This design comes from an exercise in tuning for small area, a short achievable clock period and few clock cycles per item on the open sky130 flow, not from production work.
At most, simulation tests tie the RTL to the original design; equivalence was not proved.

==> trial 31: inputs <==
## CONV
module CONV(
    input             clk,
    input             reset,
    output reg        busy,
    input             ready,
    output reg [11:0] iaddr,
    input      [19:0] idata,
    output reg        cwr,
    output reg [11:0] caddr_wr,
    output reg [19:0] cdata_wr,
    output reg        crd,
    output reg [11:0] caddr_rd,
    input      [19:0] cdata_rd,
    output     [2:0]  csel
  );
==> module CONV, before the edit <==
module CONV(
    input             clk,
    input             reset,
    output reg        busy,
    input             ready,
    output reg [11:0] iaddr,
    input      [19:0] idata,
    output reg        cwr,
    output reg [11:0] caddr_wr,
    output reg [19:0] cdata_wr,
    output reg        crd,
    output reg [11:0] caddr_rd,
    input      [19:0] cdata_rd,
    output     [2:0]  csel
  );
reg        s_pre, w_pre;
reg  [3:0] s_b, w_b;
reg  [6:0] s_j, w_j;
reg  [3:0] s_ph, w_ph;
reg        s_run, w_run;
localparam MACLAT = 2;    
reg  [MACLAT+2:0] w_dly;
wire s_last = (s_ph == 4'd9);
always @(posedge clk or posedge reset) begin
  if (reset) begin
    s_pre <= 1'b1; s_b <= 4'd0; s_j <= 7'd0; s_ph <= 4'd0;
  end else if (s_run) begin
    s_ph <= s_last ? 4'd0 : s_ph + 4'd1;
    if (s_last) begin
      if (s_pre) s_pre <= 1'b0;
      else if (s_j == 7'd64) begin s_j <= 7'd0; s_b <= s_b + 4'd1; end
      else s_j <= s_j + 7'd1;
    end
  end
end
wire w_last = (w_ph == 4'd9);
always @(posedge clk or posedge reset) begin
  if (reset) begin
    w_pre <= 1'b1; w_b <= 4'd0; w_j <= 7'd0; w_ph <= 4'd0;
  end else if (w_run) begin
    w_ph <= w_last ? 4'd0 : w_ph + 4'd1;
    if (w_last) begin
      if (w_pre) w_pre <= 1'b0;
      else if (w_j == 7'd64) begin w_j <= 7'd0; w_b <= w_b + 4'd1; end
      else w_j <= w_j + 7'd1;
    end
  end
end
wire w_end = (w_b == 4'd8) && (w_j == 7'd2) && (w_ph == 4'd2);
wire s_end = s_b[3];
reg idle;
always @(posedge clk or posedge reset) begin
  if (reset) begin
    busy <= 1'b0; idle <= 1'b1; s_run <= 1'b0; w_run <= 1'b0; w_dly <= 0;
  end else begin
    w_dly <= {w_dly[MACLAT+1:0], 1'b0};
    if (ready && idle) begin
      busy <= 1'b1; idle <= 1'b0; s_run <= 1'b1; w_dly[0] <= 1'b1;
    end
    if (w_dly[MACLAT+2]) w_run <= 1'b1;
    if (s_end) s_run <= 1'b0;
    if (w_run && w_end) begin
      busy <= 1'b0; w_run <= 1'b0;
    end
  end
end
wire [5:0] s_row = {s_b[2:0], 3'b000} + {2'b00, s_ph} - 6'd1;
wire s_zero = s_pre || (s_j == 7'd64) || (s_b[3]) ||
              (s_b[2:0] == 3'd0 && s_ph == 4'd0) || (s_b[2:0] == 3'd7 && s_ph == 4'd9);
reg zero_q;
always @(posedge clk) begin
  iaddr  <= {s_row, s_j[5:0]};
  zero_q <= s_zero;
end
reg [19:0] sr [0:22];
integer k;
always @(posedge clk) begin
  sr[0] <= zero_q ? 20'd0 : idata;
  for (k = 1; k < 23; k = k + 1) sr[k] <= sr[k-1];
end
wire        m_neg;
wire [19:0] m_val;
conv_mac mac(
  .clk(clk),
  .p0(sr[22]), .p1(sr[12]), .p2(sr[2]),
  .p3(sr[21]), .p4(sr[11]), .p5(sr[1]),
  .p6(sr[20]), .p7(sr[10]), .p8(sr[0]),
  .neg(m_neg), .val(m_val)
);
reg         l0_neg;
reg  [19:0] l0_val;
always @(posedge clk) begin
  l0_neg <= m_neg;
  l0_val <= m_val;
end
wire [19:0] l0_word = l0_neg ? 20'd0 : l0_val;
wire [6:0] w_jm3 = w_j - 7'd3;
wire       p_valid = !w_pre && ((w_j >= 7'd3) ? !w_b[3] : (w_j != 7'd2 && w_b != 4'd0));
wire [2:0] p_b     = (w_j >= 7'd3) ? w_b[2:0] : w_b[2:0] - 3'd1;
wire [4:0] p_c     = (w_j >= 7'd3) ? w_jm3[5:1] : 5'd31;
wire       p_h     = (w_j >= 7'd3) ? w_jm3[0] : w_j[0];
wire [6:0] w_jm4 = w_j - 7'd4;
wire       q_valid = !w_pre && ((w_j >= 7'd4) ? !w_b[3] : (w_j != 7'd3 && w_b != 4'd0));
wire [2:0] q_b     = (w_j >= 7'd4) ? w_b[2:0] : w_b[2:0] - 3'd1;
wire [4:0] q_c     = (w_j >= 7'd4) ? w_jm4[5:1] : (w_j == 7'd0 ? 5'd30 : 5'd31);
wire       q_h     = (w_j >= 7'd4) ? w_jm4[0] : (w_j == 7'd0 ? 1'b1 : w_j[1]);
wire [3:0] w_s  = w_ph - 4'd2;
wire       v0   = !w_pre && !w_b[3] && (w_ph >= 4'd2) && (w_j != 7'd0);
wire       v1   = q_valid && (w_ph <= 4'd1);
wire       vrd  = p_valid && (w_ph >= 4'd2);
reg  [19:0] rdq, acc_a, acc_b;
reg         a_ld, a_mx, b_ld, b_mx;
wire [19:0] max_a = (rdq > acc_a) ? rdq : acc_a;
wire [19:0] max_b = (rdq > acc_b) ? rdq : acc_b;
always @(posedge clk) begin
  rdq  <= cdata_rd;
  a_ld <= (w_ph == 4'd3);
  a_mx <= (w_ph >= 4'd4 && w_ph <= 4'd6);
  b_ld <= (w_ph == 4'd7);
  b_mx <= (w_ph >= 4'd8);
  if (a_ld) acc_a <= rdq;
  else if (a_mx) acc_a <= max_a;
  if (b_ld) acc_b <= rdq;
  else if (b_mx) acc_b <= max_b;
end
reg cwr_l1;
assign csel = {1'b0, cwr_l1, 1'b1};
always @(posedge clk or posedge reset) begin
  if (reset) begin
    cwr <= 1'b0; crd <= 1'b0; cwr_l1 <= 1'b0;
  end else begin
    cwr    <= w_run && (v0 || v1);
    crd    <= w_run && vrd;
    cwr_l1 <= w_run && v1;
  end
end
always @(posedge clk) begin
  caddr_rd <= {p_b, p_h, w_s[2], w_s[1], p_c, w_s[0]};
  if (v0) begin
    caddr_wr <= {w_b[2:0], w_s[2:0], w_j[5:0] - 6'd1};
    cdata_wr <= l0_word;
  end else begin
    caddr_wr <= {2'b00, q_b, q_h, w_ph[0], q_c};
    cdata_wr <= w_ph[0] ? max_b : acc_a;
  end
end
endmodule
==> flow/config.mk <==
export PLATFORM = sky130hd
export DESIGN_NAME = CONV
export DESIGN_NICKNAME = CONV
export VERILOG_FILES = /design/flow/design.v
export SDC_FILE = /design/flow/constraint.sdc
export NUM_CORES = 4
export LEC_CHECK = 0
export ABC_CLOCK_PERIOD_IN_PS = 3000
export CAP_MARGIN = 20
export CORE_MARGIN = 2
export CORE_UTILIZATION = 55
export CTS_CLUSTER_DIAMETER = 80
export CTS_CLUSTER_SIZE = 20
export PLACE_DENSITY = 0.7
export SLEW_MARGIN = 20
export SYNTH_HIERARCHICAL = 1
export SYNTH_MINIMUM_KEEP_SIZE = 0
==> flow/constraint.sdc <==
create_clock -name core_clock -period 10.0 [get_ports {clk}]
set_input_delay 2.0000 -clock core_clock [delete_from_list [all_inputs] [get_ports {clk}]]
set_output_delay 2.0000 -clock core_clock [all_outputs]
set_load 0.01 [all_outputs]
standard.sh (not shown) runs the stock make flow with config.mk's settings and CLKGATE_MAP_FILE= SYNTH_SCRIPT=/design/flow/synth_recipe.tcl, a recipe that flattens the netlist after the stock synthesis.
==> flow/flow/run.sh <==
#!/bin/bash
set -euo pipefail
export BUFFER_PORTS_ARGS="-buffer_cell sky130_fd_sc_hd__buf_2"
export SETUP_SLACK_MARGIN=6.7
bash standard.sh > standard.log 2>&1
==> build 54: changes against trial 31 <==
--- a/flow/design.v
+++ b/flow/design.v
@@ -22,3 +22,5 @@
 localparam MACLAT = 2;    
-reg  [MACLAT+2:0] w_dly;
+reg  [MACLAT+1:0] w_dly;
+reg        done;
+reg  [3:0] c_ph;       
 wire s_last = (s_ph == 4'd9);
@@ -50,16 +52,13 @@
 wire w_end = (w_b == 4'd8) && (w_j == 7'd2) && (w_ph == 4'd2);
-wire s_end = s_b[3];
-reg idle;
 always @(posedge clk or posedge reset) begin
   if (reset) begin
-    busy <= 1'b0; idle <= 1'b1; s_run <= 1'b0; w_run <= 1'b0; w_dly <= 0;
+    busy <= 1'b0; done <= 1'b0; s_run <= 1'b0; w_run <= 1'b0; w_dly <= 0;
   end else begin
-    w_dly <= {w_dly[MACLAT+1:0], 1'b0};
-    if (ready && idle) begin
-      busy <= 1'b1; idle <= 1'b0; s_run <= 1'b1; w_dly[0] <= 1'b1;
+    w_dly <= {w_dly[MACLAT:0], 1'b0};
+    if (ready && !busy && !done) begin
+      busy <= 1'b1; s_run <= 1'b1; w_dly[0] <= 1'b1;
     end
-    if (w_dly[MACLAT+2]) w_run <= 1'b1;
-    if (s_end) s_run <= 1'b0;
+    if (w_dly[MACLAT+1]) w_run <= 1'b1;
     if (w_run && w_end) begin
-      busy <= 1'b0; w_run <= 1'b0;
+      busy <= 1'b0; done <= 1'b1; s_run <= 1'b0; w_run <= 1'b0;
     end
@@ -90,9 +89,3 @@
 );
-reg         l0_neg;
-reg  [19:0] l0_val;
-always @(posedge clk) begin
-  l0_neg <= m_neg;
-  l0_val <= m_val;
-end
-wire [19:0] l0_word = l0_neg ? 20'd0 : l0_val;
+wire [19:0] l0_word = m_neg ? 20'd0 : m_val;
 wire [6:0] w_jm3 = w_j - 7'd3;
@@ -112,3 +105,2 @@
 reg  [19:0] rdq, acc_a, acc_b;
-reg         a_ld, a_mx, b_ld, b_mx;
 wire [19:0] max_a = (rdq > acc_a) ? rdq : acc_a;
@@ -117,10 +109,7 @@
   rdq  <= cdata_rd;
-  a_ld <= (w_ph == 4'd3);
-  a_mx <= (w_ph >= 4'd4 && w_ph <= 4'd6);
-  b_ld <= (w_ph == 4'd7);
-  b_mx <= (w_ph >= 4'd8);
-  if (a_ld) acc_a <= rdq;
-  else if (a_mx) acc_a <= max_a;
-  if (b_ld) acc_b <= rdq;
-  else if (b_mx) acc_b <= max_b;
+  c_ph <= w_ph;
+  if (c_ph == 4'd3) acc_a <= rdq;
+  else if (c_ph >= 4'd4 && c_ph <= 4'd6) acc_a <= max_a;
+  if (c_ph == 4'd7) acc_b <= rdq;
+  else if (c_ph >= 4'd8) acc_b <= max_b;
 end
==> flow/run.sh (new file) <==
#!/bin/bash
# synth_recipe.tcl (not shown) runs the flow's synth.tcl, then flattens the netlist and writes it again
# the make line also repeats each setting of config.mk as NAME=value (left out here)
make -C /OpenROAD-flow-scripts/flow DESIGN_CONFIG=/design/flow/config.mk WORK_HOME=/design/flow/orfs CLKGATE_MAP_FILE= SYNTH_SCRIPT=/design/flow/synth_recipe.tcl finish
--- a/flow/config.mk
+++ b/flow/config.mk
@@ -10,6 +10,5 @@
 export CORE_MARGIN = 2
-export CORE_UTILIZATION = 55
-export CTS_CLUSTER_DIAMETER = 80
-export CTS_CLUSTER_SIZE = 20
-export PLACE_DENSITY = 0.7
+export CORE_UTILIZATION = 40
+export PLACE_DENSITY = 0.6
+export SETUP_SLACK_MARGIN = 5
 export SLEW_MARGIN = 20
removed: flow/flow/run.sh
removed: flow/standard.sh
==> build 49: changes against trial 31 <==
--- a/flow/config.mk
+++ b/flow/config.mk
@@ -10,6 +10,6 @@
 export CORE_MARGIN = 2
-export CORE_UTILIZATION = 55
-export CTS_CLUSTER_DIAMETER = 80
-export CTS_CLUSTER_SIZE = 20
-export PLACE_DENSITY = 0.7
+export CORE_UTILIZATION = 65
+export CTS_CLUSTER_DIAMETER = 100
+export CTS_CLUSTER_SIZE = 30
+export PLACE_DENSITY = 0.75
 export SLEW_MARGIN = 20
==> flow_results.org <==
** Status
- The run finished with no timing, DRC or antenna violations.

** Timing
- Measured against its own limit, the worst slew margin works out to ~29%.
- Setup repair after global routing could not meet its margin everywhere.

** Worst setup path
- In this run the worst path has a maximum fanout of 6.
- List of cells traversed by the critical path :: inv_1 -> ha_1 -> fa_1 -> fa_1 -> fa_1

** Cells and area
- Fraction of final layout cells sized beyond drive strength 1 :: 8.746%
- Non-clock inverter total of the final layout :: a little under 300

** Floorplan
- Tapcell count :: 1134

** Global routing
- Global routing consumed, over all layers together, approximately a third of the routing resources.
- Number of global-route vias before repair :: roughly 28000

** Worst hold path
- The startpoint identified for the worst hold timing path is sr[7][13]$_DFF_P_.
the above is filed under trial 31

==> flow_results.org <==
** Status
- Status :: finished clean

** Timing
- Measured against its own limit, the worst slew margin works out to 23.14%.
- Final Setup Violations :: 0

** Worst setup path
- STA classifies the critical path endpoint as a register.
- In this run the worst path has a maximum fanout of 8.
- Walking the worst path, the cells encountered are fa_1 -> fa_1 -> fa_1 -> fa_1.

** Cells and area
- Non-clock inverter total of the final layout :: 292
- The post-route netlist has 7.911% of its cells at a drive strength greater than 1.

** Global routing
- Global routing used 49.37% of the available met1 tracks.
- Global routing used between 30% and 40% of the available tracks across all layers.
- The number of global-route vias before repair is 28080.

** Worst hold path
- Hold path startpoint :: sr[16][18]$_DFF_P_
the above is filed under build 49

==> flow_results.org <==
** Cells and area
- Non-clock inverter total of the final layout :: 315
- Fraction of final layout cells sized beyond drive strength 1 :: 6.526%

** Worst hold path
- In this run the most critical hold path is launched from sr[7][12]$_DFF_P_.

** Timing
- Normalized max-slew margin :: ~23%
- Unrepaired setup endpoints after global routing :: false

** Global routing
- Number of global-route vias before repair :: 26400
- All-layer global routing usage :: 22.20%

** Status
- Status :: finished clean
the above is filed under build 54

Testbench counts of trial 31, summed over its fixed seeds: cycles 41,912, images 8.
Testbench counts of build 49, summed over its fixed seeds: cycles 41,912, images 8.
The RTL of build 54 was laid out without a check of its function.

## afterwards: timing with drivers on the ports
How much do the figures lean on ideal ports? The routed layouts below were timed once more, with nothing changed but the port constraints. Step 1 sets driving cells, clkbuf_16 on the clock port and buf_2 on the other inputs (assumed; they add their load-dependent delay and slew). Step 2 adds t to the input delays and takes it off the output delays; t is the mean of the earliest and latest rising clock arrival at the registers after step 1. Input paths then give back, and output paths get back, about the clock's delay inside the block. Three values: ideal, step 1, step 2; two values: the first two.
| run | t (ns) | setup slack, ns | hold slack, ns | worst register clock-pin slew, ns | worst slew at a driven data input, ns |
|---|---|---|---|---|---|
| trial 31 | 0.734 | 6.683 / 6.683 / 6.683 | 0.320 / 0.320 / 0.320 | 0.09 / 0.09 | 0.04 |
| build 54 | 0.748 | 6.142 / 6.071 / 6.449 | 0.290 / 0.290 / 0.290 | 0.08 / 0.08 | 0.07 |
| build 49 | 0.693 | 6.657 / 6.657 / 6.657 | 0.316 / 0.316 / 0.316 | 0.12 / 0.12 | 0.04 |
After both steps every run listed still meets setup and hold.
